What follows belongs to an exercise in optimizing a design on an open flow for small area; a production flow would make more cautious choices. The RTL was checked by simulation tests, not by an equivalence proof against the original design. Power figures rest on the tool's default switching activity, not on a simulated workload.

<file path="config.mk">
export PLATFORM = sky130hd
export DESIGN_NAME = AXI_FIFO
export DESIGN_NICKNAME = AXI_FIFO
export VERILOG_FILES = /design/flow/design.v
export SDC_FILE = /design/flow/constraint.sdc
export NUM_CORES = 4
export LEC_CHECK = 0
export CAP_MARGIN = 20
export CORE_MARGIN = 2
export CORE_UTILIZATION = 40
export SLEW_MARGIN = 20
</file>
<file path="run.sh">
#!/bin/bash
# synth_recipe.tcl (not shown) runs the flow's synth.tcl, then flattens the netlist and writes it again
# the make line also repeats each setting of config.mk as NAME=value (left out here)
make -C /OpenROAD-flow-scripts/flow DESIGN_CONFIG=/design/flow/config.mk WORK_HOME=/design/flow/orfs CLKGATE_MAP_FILE= SYNTH_SCRIPT=/design/flow/synth_recipe.tcl finish
</file>
<file path="design.v">
module AXI_FIFO(
	input wire Aclk,
	input wire Areset_n,
	input wire s_axis_tvalid,
	input wire s_axis_tlast,
	input wire [7:0] s_axis_tdata,
	input wire [1:0] s_axis_tkeep,
	output wire s_axis_tready,  
	input wire m_axis_tready,  
	output wire m_axis_tvalid,
	output wire m_axis_tlast,
	output wire [1:0] m_axis_tkeep,
	output wire [7:0] m_axis_tdata
);
reg mem_l[16];
reg [1:0] mem_k[16];
reg [7:0] mem_d[16];
reg [3:0] w_ptr;
reg [3:0] r_ptr;
reg [4:0] count;
wire full,empty;
wire wr_en,rd_en;
assign full = (count==5'd16) ? 1'b1 : 1'b0;
assign empty = (count==5'd0) ? 1'b1 : 1'b0;
assign s_axis_tready = !full;
assign wr_en = s_axis_tvalid && !full;
assign rd_en = m_axis_tready && !empty;
always_ff @(posedge Aclk or negedge Areset_n)
begin
	if(!Areset_n) begin
		w_ptr <= 4'd0;
		r_ptr <= 4'd0;
		count <= 5'd0;
		for(int i=0 ; i<16; i++) begin
				mem_d[i] <= 8'h00;
				mem_l[i] <= 1'b0;
				mem_k[i] <= 2'b00;
		end
	end
	else begin
		if (wr_en) begin
			mem_d[w_ptr] <= s_axis_tdata;
			mem_k[w_ptr] <= s_axis_tkeep;
			mem_l[w_ptr] <= s_axis_tlast;
			w_ptr <= w_ptr + 4'h1;
		end
		if (rd_en) begin 		 
			r_ptr <= r_ptr + 4'h1;	 
		end				 
		if (wr_en && !rd_en)
			count <= count + 5'h1;
		else if (rd_en && !wr_en)
			count <= count - 5'h1;
	end
end
assign m_axis_tdata = (m_axis_tvalid) ? mem_d[r_ptr] : 8'h00;
assign m_axis_tlast = (m_axis_tvalid) ? mem_l[r_ptr] : 1'b0;
assign m_axis_tkeep = (m_axis_tvalid) ? mem_k[r_ptr] : 2'b00;
assign m_axis_tvalid = (count > 0) ? 1'b1 : 1'b0;
endmodule
</file>
<file path="constraint.sdc">
create_clock -name core_clock -period 5.0 [get_ports {Aclk}]
set_input_delay 1.0000 -clock core_clock [delete_from_list [all_inputs] [get_ports {Aclk}]]
set_output_delay 1.0000 -clock core_clock [all_outputs]
set_load 0.01 [all_outputs]
</file>
==> impl_metrics.toml, run 1 <==
[timing]
finalClockSkew_ps = 8.86
worstMarginPinSlew_ps = 987
final_period_minus_worst_setup_slack_ps = 4510
rsz_0062_raised_after_global_routing = "false"
final.setup.worst_slack_ps = 494
clock.fmax_mhz = 222
timing.hold.ws_ps = 488
finalSetupTns_ps = 0
min_period_over_period_pct = 90.1
timing.final.setup_violations = 0
slew_headroom_pct = 34.2
report.final.slew_viol_count = 0
report.final.hold_viol_count = 0

[setup_path]
reg2reg_setup_slack_ps = 1550
timing_worst_setup_path_type = "reg -> out"
required_ps = 4000
rr_endpoint = "count[4]$_DFFE_PN0P_"
timing.critical_path.to = "m_axis_tdata[2]"
timing.reg2reg.worst_path_depth = 10
cp-end-kind = "primary output"
critical_path.startpoint_type = "register"
reg2reg_from = "count[0]$_DFFE_PN0P_"
cp_data_arrival_time_ps = 3510
crit_fanout = 30
cp-startpoint = "r_ptr[1]$_DFFE_PN0P_"

[pwr]
max-vdd-ir-drop_uv = 288
power.switching_mw = 2.53
cellPowerDensity_mw_per_mm2 = 708
p_int_mw = 4.54
switching_share_pct = 35.8
share_of_total_power_in_sequential_cells_pct = 39.5
combPwrFrac_pct = 40.8
power.share.clock_pct = 19.7
static_leak_nw = 4.29

[routing]
finalWirelength_mm = 22.6
drt-initial-drc-count = 431
remaining_drc_errors = 0
antenna_violating_nets_post_route = 0
routedLengthMet1_mm = 10.3
wire_per_inst_um = 23.4
dr.pass1.iters = 6
top_signal_layer_used = "met4"
avgViaCountPerCell = 5.90
dr_wl_met3_mm = 1.12
num_vias = 5692
met2WireLength_mm = 10.7

[yosys]
ys.flop_type = "sky130_fd_sc_hd__dfrtp_1"
syn_nets = 701
synthDominantCellAreaShare_pct = 52.5
synth_seq_area_share_pct = 52.5
number_of_enable_type_register_cells_in_the_synthesized_netlist = 0
synth_top_cell_by_area = "sky130_fd_sc_hd__dfrtp_1"
yosys_warnings = 4
synth.ff_latch_count = 189
synth_async_sr_flop_share_pct = 100
synth_cell_types = 48
post_synthesis_area_per_instance_um2 = 13.4
postSynthCellCount = 673
synth_area_mm2 = 0.00901
post_synth_main_area_contributors = "sky130_fd_sc_hd__dfrtp_1 52%, sky130_fd_sc_hd__mux2_2 13%, sky130_fd_sc_hd__mux2_1 7.5%"

[layout]
fin_nets = 700
final_layout_size_suffix_gt1_share_pct = 27.5
syn_to_final_growth_pct = 10.8
num_antenna_cells = 0
finalNonFillerCells = 964

[global_route]
antenna_violations_before_repair = 0
track_usage_pct = 20.0
grt_pass1_vias = 6043
largest_net_degree_at_the_start_of_global_routing = 98
first_pass_grt_wire_length_mm = 35.9
globalRoute.totalOverflow = 0

[die]
io_pins = 28
std_cell_rows = 54
die_height_um = 154
fp.dieArea_mm2 = 0.0238
design.core.area_mm2 = 0.0220
initial_utilization_pct = 41.1
floorplan.die.width_um = 154

[place]
place_ws_ps = 1070
dpl.cell_count = 933
final_weighted_congestion_in_routability_driven_placement = 0.789
detailed_place_hpwl_mm = 13.9
port_buffers = 27

[cts]
clock_tree.htree_level_count = 4
path_clk_slew_ps = 70
ctsResizeCount = 0
cts_tree = "built"
cts.path.max_buffers = 2
cts-root-buf = "sky130_fd_sc_hd__clkbuf_16"
number_of_buffers_created_by_cts = 17
post_cts_buffers = 0
ctsHoldBuffers = 0
clkSinkCount = 189
clk_latency_ps = 420

[job]
cap_violations = 0

[hold_path]
timing.hold.worst.class = "reg -> reg"
hp-start = "mem_l[0]$_DFFE_PN0P_"

[outcome]
status = "timing/DRC/antenna clean"
## power by group through the flow
stage / Clock [mW] / Sequential, mW / Combinational (mW)
after floorplan: 0 / 2.60 / 2.11
after global placement: 0 / 2.77 / 2.80
after detailed placement: 0 / 2.81 / 2.88
after CTS: 1.42 / 2.79 / 2.90
after global routing: 1.49 / 2.90 / 3.12
final: 1.39 / 2.79 / 2.89
## Yosys cell counts (13+ instances only)
| library cell | n |
|---|---|
| sky130_fd_sc_hd__mux2_4 | 20 |
| sky130_fd_sc_hd__buf_2 | 13 |
| sky130_fd_sc_hd__a221oi_1 | 24 |
| sky130_fd_sc_hd__clkbuf_1 | 23 |
| sky130_fd_sc_hd__nand2_1 | 27 |
| sky130_fd_sc_hd__mux2_2 | 101 |
| sky130_fd_sc_hd__a31oi_1 | 15 |
| sky130_fd_sc_hd__a22oi_1 | 28 |
| sky130_fd_sc_hd__a21oi_1 | 19 |
| sky130_fd_sc_hd__dfrtp_1 | 189 |
| sky130_fd_sc_hd__mux2_1 | 60 |
## sequential cells by signal, indices dropped and copies added (netlist names)
register  flops
r_ptr         4
mem_d       128
mem_l        16
mem_k        32
w_ptr         4
count         5
## worst max-delay path: stages, from the launching register on
cell and delay, ps:
sky130_fd_sc_hd__dfrtp_1 410, sky130_fd_sc_hd__inv_1 110, sky130_fd_sc_hd__ha_2 740, sky130_fd_sc_hd__a2111o_1 760, sky130_fd_sc_hd__o21ai_0 220, sky130_fd_sc_hd__a31oi_1 250
sky130_fd_sc_hd__clkdlybuf4s50_1 570
## cell usage in the layout (no fill, tap or decap), drive strengths merged, types with 4 or more instances in the layout
cell | synthesis | layout
dfrtp | 189 | 189
mux2 | 181 | 181
a22oi | 28 | 28
nand2 | 27 | 27
clkdlybuf4s50 | 0 | 26
a221oi | 24 | 24
clkbuf | 24 | 21
a21oi | 19 | 19
buf | 39 | 17
nand3 | 16 | 16
a31oi | 15 | 15
o21ai | 15 | 15
ha | 12 | 12
a22o | 9 | 9
a311oi | 9 | 9
xnor2 | 9 | 9
inv | 7 | 9
a32o | 6 | 6
nor2b | 5 | 5
nand4 | 5 | 5
a211oi | 4 | 4
nor2 | 4 | 4
## routing by layer
layer | vias to the layer above | global-route usage (%)
li1 | 2516 | -
met1 | 2994 | 27.6
met2 | 155 | 31.9
met3 | 27 | 4.00
met4 | 0 | 6.23
met5 | - | 0
## how the worst min path moves through the flow
stage                                   end  slack, ps  cells past startpoint
floorplan           mem_d[0][0]$_DFFE_PN0P_        460                      1
global placement    mem_k[0][1]$_DFFE_PN0P_        470                      1
detailed placement  mem_d[0][7]$_DFFE_PN0P_        480                      1
CTS                 mem_d[0][7]$_DFFE_PN0P_        500                      1
global route        mem_d[7][3]$_DFFE_PN0P_        510                      1
finish                 mem_l[0]$_DFFE_PN0P_        490                      1
## area by class of cell
type                    instances  area [um^2]
repair buffers                 43          392
clock inverters                10          138
multi-input cells             414         3890
inverters                       7         26.3
fillers                      1933        12000
well taps                     280          350
flip-flops and latches        189         4730
clock buffers                  21          460
## stage by stage
stage / utilization [%] / power (mW) / cell area [um^2]
after floorplan: - / 4.71 / 9010
after global placement: 42.8 / 5.57 / 9390
after detailed placement: 42.8 / 5.69 / 9390
after CTS: 45.5 / 7.10 / 9990
after global routing: 45.5 / 7.51 / 9990
final: 45.5 / 7.07 / 9990
## kinds of logic (layout without fill, tap and decap cells)
group           count (synthesis)  count (layout)  share of synthesized area [%]
compound gates                143             143                           12.0
xor+xnor                       10              10                          0.972
fa+ha+maj                      13              13                           1.89
buf+inv                        70              81                           4.40
flops                         189             189                           52.5
mux                           184             184                           23.9
simple gates                   64              64                           4.32
==> run 2: changes to the inputs <==
==> design.v (replaced) <==
module AXI_FIFO(
	input wire Aclk,
	input wire Areset_n,
	input wire s_axis_tvalid,
	input wire s_axis_tlast,
	input wire [7:0] s_axis_tdata,
	input wire [1:0] s_axis_tkeep,
	output wire s_axis_tready,
	input wire m_axis_tready,
	output wire m_axis_tvalid,
	output wire m_axis_tlast,
	output wire [1:0] m_axis_tkeep,
	output wire [7:0] m_axis_tdata
);
reg [10:0] mem [0:15];
reg [4:0] p;             
wire empty = p[4];
wire full  = !p[4] && (p[3:0] == 4'hf);
wire wr_en = s_axis_tvalid && !full;
wire rd_en = m_axis_tready && !empty;
assign s_axis_tready = !full;
assign m_axis_tvalid = !empty;
always @(posedge Aclk) begin
	if (wr_en) begin
		mem[0] <= {s_axis_tlast, s_axis_tkeep, s_axis_tdata};
		for (int i = 1; i < 16; i++)
			mem[i] <= mem[i-1];
	end
end
always @(posedge Aclk or negedge Areset_n) begin
	if (!Areset_n)
		p <= 5'b11111;
	else if (wr_en && !rd_en)
		p <= p + 5'd1;
	else if (rd_en && !wr_en)
		p <= p - 5'd1;
end
wire [10:0] head = mem[p[3:0]];
assign {m_axis_tlast, m_axis_tkeep, m_axis_tdata} = head;
endmodule
==> run 2 against run 1 <==
Compared with the run above: still clean on timing, DRC and antenna; clock skew down 0.83 ps; setup slack gained 210 ps; area after synthesis down 19%; highest routed layer unchanged.
==> impl_metrics.toml, run 2 <==
[outcome]
status = "timing/DRC/antenna clean"

[yosys]
synth-compound-area-share_pct = 10.4
synth_area_mm2 = 0.00731
number_of_enable_type_register_cells_in_the_synthesized_netlist = 176
synth_top_cell_by_area = "sky130_fd_sc_hd__edfxtp_1"
syn_nets = 478
post_synthesis_area_per_instance_um2 = 16.0
post_synth_mux_area_share_pct = 4.21
synth_cell_types = 52
synth.ff_latch_count = 181
postSynthCellCount = 458
synth_seq_area_share_pct = 74.1
synth_top_cells_by_count = "176 x sky130_fd_sc_hd__edfxtp_1, 20 x sky130_fd_sc_hd__nand3_1, 19 x sky130_fd_sc_hd__a21oi_1, 19 x sky130_fd_sc_hd__nand2_1"
synth_top_family_by_area = "compound AO/OA/AOI/OAI gates"
synth_async_sr_flop_share_pct = 2.76
synthDominantCellAreaShare_pct = 72.3
post_synth_main_area_contributors = "sky130_fd_sc_hd__edfxtp_1 72%, sky130_fd_sc_hd__mux2i_1 2.1%, sky130_fd_sc_hd__dfstp_2 1.8%"
yosys_warnings = 2
synthSimpleGateAreaFrac_pct = 7.17
ys.flop_type = "sky130_fd_sc_hd__edfxtp_1"
synth_adder_area_share_pct = 0.959
synthMostInstantiatedCell = "sky130_fd_sc_hd__edfxtp_1"
synthXorXnorAreaFrac_pct = 0.599

[routing]
avgViaCountPerCell = 5.89
drt-initial-drc-count = 841
dr_wl_met3_mm = 1.10
num_vias = 4286
met2WireLength_mm = 7.40
wire_per_inst_um = 22.4
dr.pass1.iters = 5
remaining_drc_errors = 0
finalWirelength_mm = 16.3
antenna_violating_nets_post_route = 0
top_signal_layer_used = "met4"
routedLengthMet1_mm = 7.61

[timing]
worstMarginPinSlew_ps = 973
report.final.hold_viol_count = 0
rsz_0062_raised_after_global_routing = "false"
finalClockSkew_ps = 8.03
final_period_minus_worst_setup_slack_ps = 4300
slew_headroom_pct = 35.1
timing.final.setup_violations = 0
finalSetupTns_ps = 0
clock.fmax_mhz = 233
min_period_over_period_pct = 86.0
report.final.slew_viol_count = 0

[pwr]
static_leak_nw = 2.81
cellPowerDensity_mw_per_mm2 = 619
max-vdd-ir-drop_uv = 305

[setup_path]
critical-path-max-stage-delay_ps = 1000
cp-end-kind = "primary output"
cp_cell_sequence = "buf_4, mux2_2, a221o_1, nand3_1, a41oi_1, clkdlybuf4s50_1"
cp_data_arrival_time_ps = 3300
crit_fanout = 34
timing_worst_setup_path_type = "reg -> out"
worst_path_max_delay_cell = "sky130_fd_sc_hd__dfstp_2"
critical_path.startpoint_type = "register"
required_ps = 4000

[cts]
post_cts_buffers = 0
number_of_buffers_created_by_cts = 17
cts-root-buf = "sky130_fd_sc_hd__clkbuf_16"
clkSinkCount = 181
ctsHoldBuffers = 0
cts_tree = "built"
ctsResizeCount = 0
path_clk_slew_ps = 70
cts.path.max_buffers = 2
clock_tree.htree_level_count = 4
clk_latency_ps = 430

[global_route]
antenna_violations_before_repair = 0
grt_pass1_vias = 4086
first_pass_grt_wire_length_mm = 25.4
track_usage_pct = 17.3
globalRoute.totalOverflow = 0
largest_net_degree_at_the_start_of_global_routing = 177

[layout]
final_design_area_no_fill_mm2 = 0.00839
multi_input_area_mm2 = 0.00171
num_antenna_cells = 0
largest_register_ffs = 176
layout_top_registers = "mem: 176 flops, p: 5 flops"
fin_nets = 506
area.sequential_mm2 = 0.00542
finalNonFillerCells = 728
syn_to_final_growth_pct = 14.8
most_common_library_cell_in_the_layout_ignoring_fill_and_taps = "sky130_fd_sc_hd__edfxtp_1"
top_register = "mem"
final_layout_size_suffix_gt1_share_pct = 11.0
filler_cell_count = 1523
layout_common_cells = "176 x sky130_fd_sc_hd__edfxtp_1, 27 x sky130_fd_sc_hd__clkdlybuf4s50_1, 20 x sky130_fd_sc_hd__nand3_1"

[die]
design.core.area_mm2 = 0.0180
std_cell_rows = 49
floorplan.die.width_um = 139
fp.dieArea_mm2 = 0.0194
die_height_um = 139
io_pins = 28
initial_utilization_pct = 40.7

[hold_path]
timing.hold.worst.class = "reg -> reg"

[place]
port_buffers = 27
final_weighted_congestion_in_routability_driven_placement = 0.897
detailed_place_hpwl_mm = 10.0
post_dp_cell_area_mm2 = 0.00780
dpl.cell_count = 696

[job]
cap_violations = 0
[run 2: area by class of cell]
cell class                      count  share of cell area (%)
Clock inverter                     14                    1.91
Tap cell                          229                    3.41
Sequential cell                   181                    64.5
Inverter                            5                   0.224
Multi-Input combinational cell    244                    20.4
Timing Repair Buffer               37                    4.41
Clock buffer                       18                    5.11
[run 2: cell families (layout without fill, tap and decap cells)]
group	after synthesis	count (layout)
multiplexers	26	26
adder cells (fa/ha/maj)	5	5
AND/OR/NAND/NOR	101	101
buffers and inverters	33	74
XOR/XNOR	5	5
flip-flops	181	181
AO/OA/AOI/OAI	107	107
[run 2: per-stage QoR]
| stage | total power [mW] | setup WS [ps] | hold slack (ps) | utilization, % |
|---|---|---|---|---|
| after global routing | 5.43 | 512 | 460 | 46.7 |
| after detailed placement | 3.86 | 1180 | 430 | 43.4 |
| after global placement | 3.84 | 1200 | 422 | 43.4 |
| final | 5.19 | 701 | 448 | 46.7 |
| after CTS | 5.21 | 707 | 451 | 46.7 |
| after floorplan | 3.20 | 183 | 417 | - |
[run 2: routing by layer]
layer | up-vias | track usage, %
met5 | - | 0
met4 | 0 | 6.11
met3 | 20 | 3.83
met2 | 218 | 24.6
met1 | 2166 | 26.2
li1 | 1882 | -
[run 2: final timing paths]
| path | start | endpoint | slack (ps) | cells past startpoint |
|---|---|---|---|---|
| min in group asynchronous | Areset_n | p[4]$_DFFE_PN1P_ | 1000 | 1 |
| worst max register to register | p[1]$_DFFE_PN1P_ | p[4]$_DFFE_PN1P_ | 1610 | 12 |
| max in group asynchronous | Areset_n | p[3]$_DFFE_PN1P_ | 3970 | 1 |
| worst max-delay path | p[1]$_DFFE_PN1P_ | m_axis_tkeep[1] | 700 | 6 |
| worst min-delay path | mem[10][6]$_DFFE_PP_ | mem[11][6]$_DFFE_PP_ | 450 | 0 |
| worst min register to register | mem[10][6]$_DFFE_PP_ | mem[11][6]$_DFFE_PP_ | 450 | 0 |
[run 2: where the power goes]
part | internal [mW] | switching [mW] | leakage, nW
Sequential | 1.92 | 0.243 | 1.77
Combinational | 0.757 | 0.927 | 0.760
Clock | 0.782 | 0.565 | 0.280
Total | 3.46 | 1.74 | 2.81
[run 2: critical path, delay by kind of cell, from the launching register on]
family / cells / cell delay [ps]
buffers and inverters: 2 / 850
AND/OR/NAND/NOR: 1 / 90
AO/OA/AOI/OAI: 2 / 540
multiplexers: 1 / 370
flip-flops: 1 / 1000

[separate check: timing with driven ports]
The flow's constraints put no driver on any port. The routed layouts listed below were extracted and timed again, unchanged, in two steps. Step 1: set_driving_cell puts a clkbuf_16 on Aclk and a buf_2 on each other input, an assumption about the parent block. Step 2 moves the port delays by t, midway between the first and last clock arrival at a register: inputs arrive t later, outputs are due t later. That takes back most of the time a late clock gives input paths. Slacks: no drivers / after step 1 / after step 2; pairs: no drivers / after step 1.
| run | t (ns) | setup slack, ns | slew at the worst register clock pin (ns) | cell pins on the clock port's net |
|---|---|---|---|---|
| run 1 | 0.468 | 0.494 / 0.447 / 0.914 | 0.07 / 0.07 | 1 |
| run 2 | 0.468 | 0.701 / 0.658 / 1.126 | 0.07 / 0.07 | 1 |
After both steps every run listed still meets setup and hold.
